This design comes from an exercise in tuning for small area, a short achievable clock period and few clock cycles on the open sky130 flow, not from production work. Only simulation tests tie the RTL to the original design; equivalence was not proved. Power figures rest on the tool's default switching activity, not on a simulated workload.

## flow/config.mk

```make
export PLATFORM = sky130hd
export DESIGN_NAME = int_calc
export DESIGN_NICKNAME = int_calc
export VERILOG_FILES = /design/flow/design.v
export SDC_FILE = /design/flow/constraint.sdc
export NUM_CORES = 4
export LEC_CHECK = 0
export CAP_MARGIN = 20
export CORE_MARGIN = 2
export CORE_UTILIZATION = 40
export SETUP_SLACK_MARGIN = 1.5
export SLEW_MARGIN = 20
```

## flow/constraint.sdc

```tcl
create_clock -name core_clock -period 21.0 [get_ports {clk}]
set_input_delay 4.2000 -clock core_clock [delete_from_list [all_inputs] [get_ports {clk}]]
set_output_delay 4.2000 -clock core_clock [all_outputs]
set_load 0.01 [all_outputs]
```

## flow/design.v

```verilog
module pfx_add(a, b, ci, s, co);
   parameter W = 32;
   parameter T = 1;
   input  [W-1:0] a, b;
   input          ci;
   output [W-1:0] s;
   output         co;
   reg [W-1:0] p, g, pp, gg;
   reg [W:0]   c;
   integer i, j;
   always @(*) begin
      p = a ^ b;
      g = a & b;
      g[0] = g[0] | (p[0] & ci);
      pp = p;
      gg = g;
      if (T == 0) begin
         for (i = 1; i < W; i = i + 1)
            gg[i] = g[i] | (p[i] & gg[i-1]);
      end else if (T == 1) begin
         for (i = 0; i < 7; i = i + 1)
            for (j = 2 * (1 << i) - 1; j < W; j = j + 2 * (1 << i)) begin
               gg[j] = gg[j] | (pp[j] & gg[j - (1 << i)]);
               pp[j] = pp[j] & pp[j - (1 << i)];
            end
         for (i = 6; i >= 0; i = i - 1)
            for (j = 3 * (1 << i) - 1; j < W; j = j + 2 * (1 << i)) begin
               gg[j] = gg[j] | (pp[j] & gg[j - (1 << i)]);
               pp[j] = pp[j] & pp[j - (1 << i)];
            end
      end else if (T == 2) begin
         for (i = 0; i < 7; i = i + 1)
            for (j = 0; j < W; j = j + 1)
               if ((j >> i) % 2 == 1) begin
                  gg[j] = gg[j] | (pp[j] & gg[((j >> i) << i) - 1]);
                  pp[j] = pp[j] & pp[((j >> i) << i) - 1];
               end
      end else begin
         for (i = 0; i < 7; i = i + 1)
            for (j = W - 1; j >= (1 << i); j = j - 1) begin
               gg[j] = gg[j] | (pp[j] & gg[j - (1 << i)]);
               pp[j] = pp[j] & pp[j - (1 << i)];
            end
      end
      c = {gg, ci};
   end
   assign s  = p ^ c[W-1:0];
   assign co = c[W];
endmodule
module int_calc(clk, rst, start, A, B, done, int_add, int_sub, int_mul, int_div, int_mod, addCo, addCy, subCo, subCy);
   input clk;
   input rst;
   input start;
   input [63:0] A;
   input [31:0] B;
   output done;
   output [31:0] int_add;
   output [31:0] int_sub;
   output [63:0] int_mul;
   output [31:0] int_div;
   output [31:0] int_mod;
   output addCo;
   output addCy;
   output subCo;
   output subCy;
   localparam K  = 2;           
   localparam M  = K / 2;       
   localparam NC = 32 / K;      
   localparam CW = 4;           
   localparam TD = 1;           
   localparam TM = 1;           
   localparam TA = 1;           
   reg [31:0] a_r;              
   reg [31:0] b_r;              
   reg [63:0] p_r;              
   reg        last;             
   reg [31:0] r_r;              
   reg [31:0] q_r;              
   reg [CW-1:0] cnt;
   reg        busy;
   reg        done_r;
   reg        add_co, add_cy, sub_co, sub_cy;
   wire       fin = busy & (cnt == NC - 1);    
   assign done    = done_r;
   assign int_mul = p_r;
   assign int_div = q_r;
   assign int_mod = r_r;
   wire [31:0] s_add, s_sub;
   wire        s_add_co, s_sub_co;
   pfx_add #(.W(32), .T(TA)) u_add(.a(a_r), .b(b_r),  .ci(1'b0), .s(s_add), .co(s_add_co));
   pfx_add #(.W(32), .T(TA)) u_sub(.a(a_r), .b(~b_r), .ci(1'b1), .s(s_sub), .co(s_sub_co));
   assign int_add = a_r;
   assign int_sub = b_r;
   assign addCo   = add_co;
   assign addCy   = add_cy;
   assign subCo   = sub_co;
   assign subCy   = sub_cy;
   wire [33:0] a_ext = {{2{a_r[31]}}, a_r};
   wire [31:0] mh [0:M];
   wire [2*M-1:0] ml;
   assign mh[0] = p_r[63:32];
   genvar gi;
   generate for (gi = 0; gi < M; gi = gi + 1) begin : g_mul
      wire [2:0]  bd = (gi == 0) ? {p_r[1:0], last} : {p_r[2*gi+1:2*gi-1]};
      wire [33:0] pp = ((bd[1] ^ bd[0]) ? a_ext : (bd[2] ^ bd[0]) ? {a_ext[32:0], 1'b0} : 34'd0)
                       ^ {34{bd[2]}};
      wire [33:0] t;
      wire        co_unused;
      pfx_add #(.W(34), .T(TM)) u(.a({{2{mh[gi][31]}}, mh[gi]}), .b(pp), .ci(bd[2]), .s(t), .co(co_unused));
      assign mh[gi+1] = t[33:2];
      assign ml[2*gi +: 2] = t[1:0];
   end endgenerate
   wire [63:0] p_next = {mh[M], ml, p_r[31:2*M]};
   wire [31:0] dr [0:K];
   wire [31:0] dq [0:K];
   assign dr[0] = r_r;
   assign dq[0] = q_r;
   generate for (gi = 0; gi < K; gi = gi + 1) begin : g_div
      wire [32:0] rr = {dr[gi], dq[gi][31]};
      wire [32:0] t;
      wire        nb;        
      pfx_add #(.W(33), .T(TD)) u(.a(rr), .b({1'b1, ~b_r}), .ci(1'b1), .s(t), .co(nb));
      assign dr[gi+1] = nb ? t[31:0] : rr[31:0];
      assign dq[gi+1] = {dq[gi][30:0], nb};
   end endgenerate
   always @(posedge clk) begin
      if (!busy) begin
         a_r <= A[31:0];
         b_r <= B;
      end else if (fin) begin
         a_r <= s_add;
         b_r <= s_sub;
      end
      add_co <= s_add_co;
      add_cy <= (a_r[31] == b_r[31]) & (s_add[31] ^ a_r[31]);
      sub_co <= s_sub_co;
      sub_cy <= (a_r[31] ^ b_r[31]) & (s_sub[31] ^ a_r[31]);
      if (!busy) begin
         p_r  <= {32'd0, B};
         last <= 1'b0;
         r_r  <= A[63:32];
         q_r  <= A[31:0];
      end else begin
         p_r  <= p_next;
         last <= p_r[2*M-1];
         r_r  <= dr[K];
         q_r  <= dq[K];
      end
      if (rst) begin
         busy   <= 1'b0;
         done_r <= 1'b0;
         cnt    <= 0;
      end else begin
         busy   <= start | (busy & ~fin);
         done_r <= fin;
         cnt    <= busy ? cnt + 1'b1 : 0;
      end
   end
endmodule  
```

## flow/flow/run.sh

```bash
#!/bin/bash
# Standard synthesis, then the ORFS layout with two changes: ports are
# buffered with buf_1 cells, and timing repair aims at a larger setup slack
# margin (the clock period and all constraints are unchanged).
set -euo pipefail
W=$(pwd)
MARGIN=${MARGIN:-14}
bash standard.sh synth > synth.log 2>&1
make -C "$FLOW_HOME" DESIGN_CONFIG="$FLOW_CONFIG" WORK_HOME="$W/orfs" CLKGATE_MAP_FILE= \
  SYNTH_SCRIPT="$W/synth_recipe.tcl" CAP_MARGIN=20 CORE_MARGIN=2 CORE_UTILIZATION=40 \
  SETUP_SLACK_MARGIN=$MARGIN SLEW_MARGIN=20 \
  BUFFER_PORTS_ARGS="-buffer_cell sky130_fd_sc_hd__buf_1" finish > layout.log 2>&1
R="$W/orfs/results/$FLOW_PLATFORM/int_calc/base"
: # left out here: write the final layout as DEF
```

## flow/standard.sh

```bash
#!/bin/bash
# synth_recipe.tcl (not shown) runs the flow's synth.tcl, then flattens the netlist and writes it again
# the make line also repeats each setting of config.mk as NAME=value (left out here)
make -C /OpenROAD-flow-scripts/flow DESIGN_CONFIG=/design/flow/config.mk WORK_HOME=/design/flow/orfs CLKGATE_MAP_FILE= SYNTH_SCRIPT=/design/flow/synth_recipe.tcl "${@:-finish}"
```

==> results of run 1 <==
## where the power goes
part	switching (W)	internal, W
sequential	0.000151	0.000527
combinational	0.00129	0.000872
clock	0.000184	0.000259
## cell type report
| cell class | instances | share of cell area, % |
|---|---|---|
| Tap cell | 468 | 3.41 |
| Timing Repair Buffer | 306 | 6.93 |
| Clock inverter | 10 | 0.313 |
| Clock buffer | 38 | 4.58 |
| Multi-Input combinational cell | 1231 | 54.4 |
| Inverter | 135 | 2.97 |
| Sequential cell | 203 | 27.4 |
## timing repair
action | 4_1_cts | 5_1_grt
endpoints found under the hold margin | 0 | 0
setup endpoints to repair | 0 | 28
resized for setup | 0 | 3
## logic make-up after synthesis
logic type	count (synthesis)	share of synthesized area [%]
XOR/XNOR	81	4.79
flip-flops	203	31.7
multiplexers	35	2.62
AO/OA/AOI/OAI	367	16.5
buffers and inverters	214	5.55
AND/OR/NAND/NOR	511	14.6
adder cells (fa/ha/maj)	237	24.2
## flip-flops by register name, summed over array words and instances, names as in the netlist
signal,cells
done_r,1
last,1
p_r,64
q_r,32
cnt,4
sub_cy,1
add_co,1
add_cy,1
a_r,32
r_r,32
b_r,32
busy,1
sub_co,1
## worst min-delay path, delay by kind of cell, from the launching register on
family,cells,cell delay (ns)
flip-flops,1,0.31
AND/OR/NAND/NOR,2,0.11
## stage by stage
stage | setup slack (ns) | hold slack [ns] | cell area [µm²]
global route | 13.91 | 0.464 | 17200
detailed placement | 14.09 | 0.442 | 16300
global placement | 14.29 | 0.432 | 16300
finish | 14.37 | 0.452 | 17200
CTS | 14.04 | 0.454 | 17200
floorplan | 15.00 | 0.418 | 14800
## layout by cell type (no fill, tap or decap), types with 21 or more instances in the layout
cell type  netlist  final
buf_1            6    295
nand2_1        256    255
ha_1           155    155
nor2_1         152    151
dfxtp_1        139    138
inv_1          135    134
o21ai_0         93     92
fa_1            82     82
a21oi_1         73     72
edfxtp_1        64     64
xor2_1          60     60
a211oi_1        36     35
a221oi_1        33     33
nand4_1         29     29
mux2_2          27     27
clkbuf_16        0     27
a21o_1          26     26
nand3_1         25     25
xnor2_1         21     21
## path summary, 6_finish.rpt
| check | slack (ns) | to | start |
|---|---|---|---|
| worst max-delay path | 14.37 | r_r[22] | b_r[0] |
| worst min-delay path | 0.45 | q_r[15] | q_r[13] |
| worst max register to register | 14.37 | r_r[22] | b_r[0] |
| worst min register to register | 0.45 | q_r[15] | q_r[13] |
## layer usage
layer / global-route usage [%] / up-vias / wire (µm)
met2: 41.6 / 380 / 22900
met4: 10.4 / 0 / 2160
met5: 0 / - / 0
li1: - / 6226 / -
met3: 3.51 / 90 / 2310
met1: 31.2 / 6115 / 20400
==> results_dict.tcl, run 1 <==
set metrics [dict create \
    report.power.total_w 0.00328 \
    multi_input_comb_area_um2 9330 \
    ir_drop_mv 0.148 \
    timing.final.max_slew_violations 0 \
    min_delay_worst_type "reg2reg" \
    ratio_of_routed_vias_to_standard_cells 5.36 \
    initial_drt_pass_iterations 7 \
    global_route.usage.total_pct 24.5 \
    initial_utilization_pct 40.6 \
    timing.clock.skew_ns 0.0368 \
    postLayoutCoreUtil_pct 47.0 \
    holdBufCountCts 0 \
    wire_length_of_the_first_global_routing_pass_um 73000 \
    first_global_vias 12500 \
    wl_per_cell_um 20.0 \
    critPathMaxStageDelay_ns 0.57 \
    final.setup.tns_ns 0 \
    remaining_drc_errors 0 \
    critical_path_cell_count 21 \
    tritoncts_clock_tree "done" \
    worst_slew_pin_slew_ns 0.991 \
    post-synth-top-area-cell "dfxtp_1" \
    reg2regPathDepth 21 \
    crit_path_cell_trace "ha_1 > inv_1 > fa_1 > a211oi_2 > o211ai_1 > nor4b_1 > o31a_1 > o21ai_4 > buf_4 > mux2_2 > ha_1 > a211oi_1 > o21a_1 > a2111oi_2 > o311ai_0 > a21boi_0 > o21ai_0 > a21oi_1 > nor2_1 > fa_1 > o311ai_0" \
    criticalPathCategory "reg2reg" \
    static-leakage-power_nw 7.37 \
    endpoint_kind "flop" \
    ff_latch_area_um2 4710 \
    drt_first_iter_violations 614 \
    cts_buffer_depth 3 \
    postSynthAreaPerCell_um2 9.00 \
    routed_wl_um 47900 \
    critical_path_required_ns 21.46 \
    sequential_element_share_of_the_synthesized_area_pct 31.7 \
    power.density_cell_area_nw_per_um2 191 \
    place_inst 2343 \
    netlist_area_um2 14800 \
    dominantRegCellSynth "dfxtp_1" \
    postSynthNetCount 1984 \
    rsz0062_at_grt "yes" \
    clock.fmax_mhz 151 \
    timing.critical_path.max_delay_family "compound AO/OA/AOI/OAI gates" \
    finalWeightedCongestion 0.924 \
    io_pins 296 \
    placement.io_buffers 295 \
    asyncSetResetFlopFracSynth_pct 0 \
    cts.clk_slew.worst_paths_ns 0.06 \
    antenna_cells 0 \
    timing.final.crit_share_pct 31.6 \
    nets 2239 \
    synth_commonest_cells "256 x nand2_1, 155 x ha_1, 152 x nor2_1, 139 x dfxtp_1, 135 x inv_1" \
    design.die.area_um2 38600 \
    via_count 12800 \
    setup-violations-final 0 \
    maxSlewHeadroom_pct 33.9 \
    slowest_stage "o311ai_0" \
    cts.sinks 203 \
    critPathArrivalTime_ns 7.09 \
    synthToLayoutAreaGrowth_pct 15.8 \
    clock_insertion_delay_worst_skew_ns 0.56 \
    worst_setup_path_start_kind "flop" \
    netlist_instances 1648 \
    grt_remaining_overflow 0 \
    synthDistinctLibCells 65 \
    synth.top_cell.area_share_pct 18.8 \
    yosysWarningCount 4 \
    synth_enable_flop_cells 64 \
    post_cts_buffers 0 \
    pin_count_of_the_biggest_net_entering_global_routing 77 \
    detailedPlacementHpwl_um 37600 \
    path_buf_inv 2 \
    core.rowCount 70 \
    critical_path_peak_fanout 25 \
    drtAntennaViolNets 0 \
    final_hold_viol_count 0 \
    die_w_um 197 \
    floorplan.die.height_um 197 \
    cts_made_buffers 26 \
    core-area_um2 36500 \
    initial_antenna_violation_count 0 \
    outcome "complete, no violations" \
    cts-root-buf "clkbuf_16" \
    timing.hold.worst_path_depth 2 \
    yosys.cell_count.top_type "nand2_1" \
    synth.top_cells.by_area "dfxtp_1 19%, ha_1 13%, edfxtp_1 13%" \
    htreeDepth 1 \
    min_period_ns 6.63 \
    fillerInstances 3586 \
    cap_violations 0 \
    fraction_of_layout_cells_with_a_size_suffix_above_1_pct 5.25 \
    synth.ff_latch_count 203 \
    final-instance-count-excl-fill 2391 \
]
Testbench counts, summed over its fixed seeds: cycles 54,408.
==> run 2: changes to the inputs <==
==> flow/run.sh (new file) <==
#!/bin/bash
# synth_recipe.tcl (not shown) runs the flow's synth.tcl, then flattens the netlist and writes it again
# the make line also repeats each setting of config.mk as NAME=value (left out here)
make -C /OpenROAD-flow-scripts/flow DESIGN_CONFIG=/design/flow/config.mk WORK_HOME=/design/flow/orfs CLKGATE_MAP_FILE= SYNTH_SCRIPT=/design/flow/synth_recipe.tcl finish
removed: flow/flow/run.sh
removed: flow/standard.sh
==> results_dict.tcl, run 2 <==
set metrics [dict create \
    core.rowCount 70 \
    p_switching_w 0.00163 \
    min_period_ns 7.07 \
    layout.cells.most_common "clkdlybuf4s50_1" \
    wl_met1_um 20600 \
    worst_slew_pin_slew_ns 0.988 \
    yosysWarningCount 4 \
    critical_path_peak_fanout 20 \
    dominantRegCellSynth "dfxtp_1" \
    grt_remaining_overflow 0 \
    power_report.internal_total_w 0.00179 \
    path_buf_inv 2 \
    clock.fmax_mhz 141 \
    timing.hold.worst_path_depth 2 \
    cts.clk_slew.worst_paths_ns 0.06 \
    cap_violations 0 \
    htreeDepth 1 \
    final.setup.tns_ns 0 \
    critical_path_cell_count 22 \
    design.die.area_um2 38600 \
    sequential_element_share_of_the_synthesized_area_pct 31.7 \
    routed_wl_um 49400 \
    synth.ff_latch_count 203 \
    setup-violations-final 0 \
    ctsResizeCount 0 \
    reg2reg_from "b_r[0]" \
    detailedPlacementHpwl_um 38500 \
    fraction_of_layout_cells_with_a_size_suffix_above_1_pct 5.25 \
    power.density_cell_area_nw_per_um2 180 \
    initial_utilization_pct 40.6 \
    cts-root-buf "clkbuf_16" \
    netlist_area_um2 14800 \
    remaining_drc_errors 0 \
    pin_count_of_the_biggest_net_entering_global_routing 98 \
    holdBufCountCts 0 \
    postSynthAreaPerCell_um2 9.00 \
    drtAntennaViolNets 0 \
    synth_enable_flop_cells 64 \
    post-synth-top-area-cell "dfxtp_1" \
    synth_commonest_cells "256 x nand2_1, 155 x ha_1, 152 x nor2_1, 139 x dfxtp_1, 135 x inv_1" \
    clock_insertion_delay_worst_skew_ns 0.56 \
    maxSlewHeadroom_pct 34.2 \
    timing.clock.skew_ns 0.0162 \
    worst_setup_path_start_kind "flop" \
    postSynthNetCount 1984 \
    die_w_um 197 \
    top_layer_used "met5" \
    reg2regPathDepth 22 \
    finalWeightedCongestion 0.891 \
    dr_wl_met3_um 2650 \
    timing.final.max_slew_violations 0 \
    global_route.usage.total_pct 25.2 \
    outcome "complete, no violations" \
    nets 2238 \
    timing.final.crit_share_pct 33.7 \
    first_global_vias 12800 \
    io_pins 296 \
    crit_path_cell_trace "ha_1 > inv_1 > fa_1 > a211oi_1 > o211ai_1 > nor4b_1 > o31a_1 > o21ai_4 > buf_4 > mux2_2 > ha_1 > a211oi_1 > o21a_1 > a2111oi_2 > or2_2 > a21oi_1 > o21ai_0 > a21o_1 > a21o_1 > fa_1 > xnor2_1 > o311ai_0" \
    tritoncts_clock_tree "done" \
    slowest_stage "o21ai_4" \
    drt_first_iter_violations 731 \
    yosys.cell_count.top_type "nand2_1" \
    wire_length_of_the_first_global_routing_pass_um 75200 \
    critPathMaxStageDelay_ns 0.60 \
    timing.critical_path.max_delay_family "compound AO/OA/AOI/OAI gates" \
    seqPwrFrac_pct 19.8 \
    rsz0062_at_grt "no" \
    worst_setup_path_startpoint "b_r[0]" \
    initial_drt_pass_iterations 5 \
    static-leakage-power_nw 8.15 \
    cts.sinks 203 \
    final_hold_viol_count 0 \
    asyncSetResetFlopFracSynth_pct 0 \
    placement.io_buffers 295 \
    via_count 12900 \
    synthToLayoutAreaGrowth_pct 28.1 \
    cts_buffer_depth 3 \
    endpoint_kind "flop" \
    synth.top_cell.area_share_pct 18.8 \
    initial_antenna_violation_count 2 \
    ratio_of_routed_vias_to_standard_cells 5.38 \
    timing.hold.worst.start "p_r[4]" \
    cts_made_buffers 26 \
    critical_path_required_ns 21.44 \
    critPathArrivalTime_ns 7.51 \
    floorplan.die.height_um 197 \
    core-area_um2 36500 \
    largest_register_ffs 64 \
    max_flop_register "p_r" \
    criticalPathCategory "reg2reg" \
    synth.top_cells.by_area "dfxtp_1 19%, ha_1 13%, edfxtp_1 13%" \
    clockPowerShare_pct 12.8 \
    most-common-layout-cells "295 x clkdlybuf4s50_1, 254 x nand2_1, 155 x ha_1" \
    ir_drop_mv 0.132 \
    wl_per_cell_um 20.7 \
    met2_wirelength_um 24400 \
    netlist_instances 1648 \
    synthDistinctLibCells 65 \
    power.share.combinational_pct 67.4 \
    power_switching_share_pct 47.7 \
    fillerInstances 3477 \
    post_cts_buffers 0 \
    min_delay_worst_type "reg2reg" \
    final.hold.worst_slack_ns 0.450 \
]
==> run 2: cell counts after synthesis <==
No cell type changed its count.
==> run 2: per-layer routing <==
layer  vias up  track usage [%]
met5         -                0
met4         2             8.78
li1       6229                -
met1      6131             31.7
met2       426             43.7
met3        87             4.16
==> run 2: worst paths after layout <==
| path | end | slack, ns |
|---|---|---|
| max | r_r[31] | 13.93 |
| min | p_r[2] | 0.45 |
| max reg2reg | r_r[31] | 13.93 |
| min reg2reg | p_r[2] | 0.45 |
==> run 2: cell type report <==
class	count	area [µm²]	share of cell area (%)
repair buffers	305	3030	15.9
clock buffers	38	777	4.09
diodes	1	2.50	0.0132
flip-flops and latches	203	4710	24.8
inverters	135	509	2.68
clock inverters	10	56.3	0.296
well taps	468	586	3.08
multi-input cells	1231	9330	49.1
==> run 2: power groups by stage <==
stage / clock network (W) / registers, W / logic (W)
4_1_cts: 0.000449 / 0.000682 / 0.00229
2_1_floorplan: 0 / 0.000673 / 0.00154
6_report: 0.000439 / 0.000679 / 0.00231
3_5_place_dp: 0 / 0.000687 / 0.00227
5_1_grt: 0.000461 / 0.000695 / 0.00256
3_3_place_gp: 0 / 0.000688 / 0.00226
==> run 2: worst register-to-register path, cell delays in order (launching register included) <==
cell       delay, ns
edfxtp_1        0.44
ha_1            0.18
inv_1           0.05
fa_1            0.48
a211oi_1        0.37
o211ai_1        0.17
nor4b_1         0.20
o31a_1          0.33
o21ai_4         0.60
buf_4           0.38
mux2_2          0.41
ha_1            0.32
a211oi_1        0.27
o21a_1          0.32
a2111oi_2       0.14
or2_2           0.33
a21oi_1         0.43
o21ai_0         0.32
a21o_1          0.25
a21o_1          0.19
fa_1            0.41
xnor2_1         0.14
o311ai_0        0.25
==> run 2: kinds of logic (layout without fill, tap and decap cells) <==
| kind of cell | Yosys count | count (layout) | share of synthesized area [%] |
|---|---|---|---|
| XOR/XNOR | 81 | 81 | 4.79 |
| buffers and inverters | 214 | 488 | 5.55 |
| multiplexers | 35 | 35 | 2.62 |
| AND/OR/NAND/NOR | 511 | 511 | 14.6 |
| AO/OA/AOI/OAI | 367 | 367 | 16.5 |
| other | 0 | 1 | 0 |
| adder cells (fa/ha/maj) | 237 | 237 | 24.2 |
| flip-flops | 203 | 203 | 31.7 |
==> run 2: per-stage QoR <==
stage                     util (%)  area [µm²]  setup slack [ns]  cells  total power, W
final                         52.0       19000             13.93   2391         0.00342
after global routing          52.0       19000             13.47   2391         0.00372
after CTS                     52.0       19000             13.96   2390         0.00343
after detailed placement      49.7       18200             14.01   2342         0.00296
after global placement        49.7       18200             14.09   2342         0.00295
after floorplan                  -       14800             15.00   1648         0.00221

port drivers added, routing unchanged:
No port has a modelled driver above. Below, the same layouts with a new extraction and two added sets of constraints.
Step 1 (the two cells are an assumption about what drives the block):
set clk [get_ports {clk}]
set_driving_cell -lib_cell sky130_fd_sc_hd__clkbuf_16 $clk
set_driving_cell -lib_cell sky130_fd_sc_hd__buf_2 [delete_from_list [all_inputs] $clk]
Step 2 adds t to the input delays and takes it off the output delays; t is the mean of the earliest and latest rising clock arrival at the registers after step 1. Input paths then give back, and output paths get back, about the clock's delay inside the block.
Three values: ideal ports, drivers, drivers and shift; two values: the first two.
| run | shift t [ns] | slack for setup (ns) | hold slack, ns | worst setup path at the end |
|---|---|---|---|---|
| run 1 | 0.593 | 14.372 / 14.372 / 14.372 | 0.452 / 0.452 / 0.452 | register to register |
| run 2 | 0.599 | 13.932 / 13.932 / 13.932 | 0.450 / 0.450 / 0.450 | register to register |
After both steps every run listed still meets setup and hold.
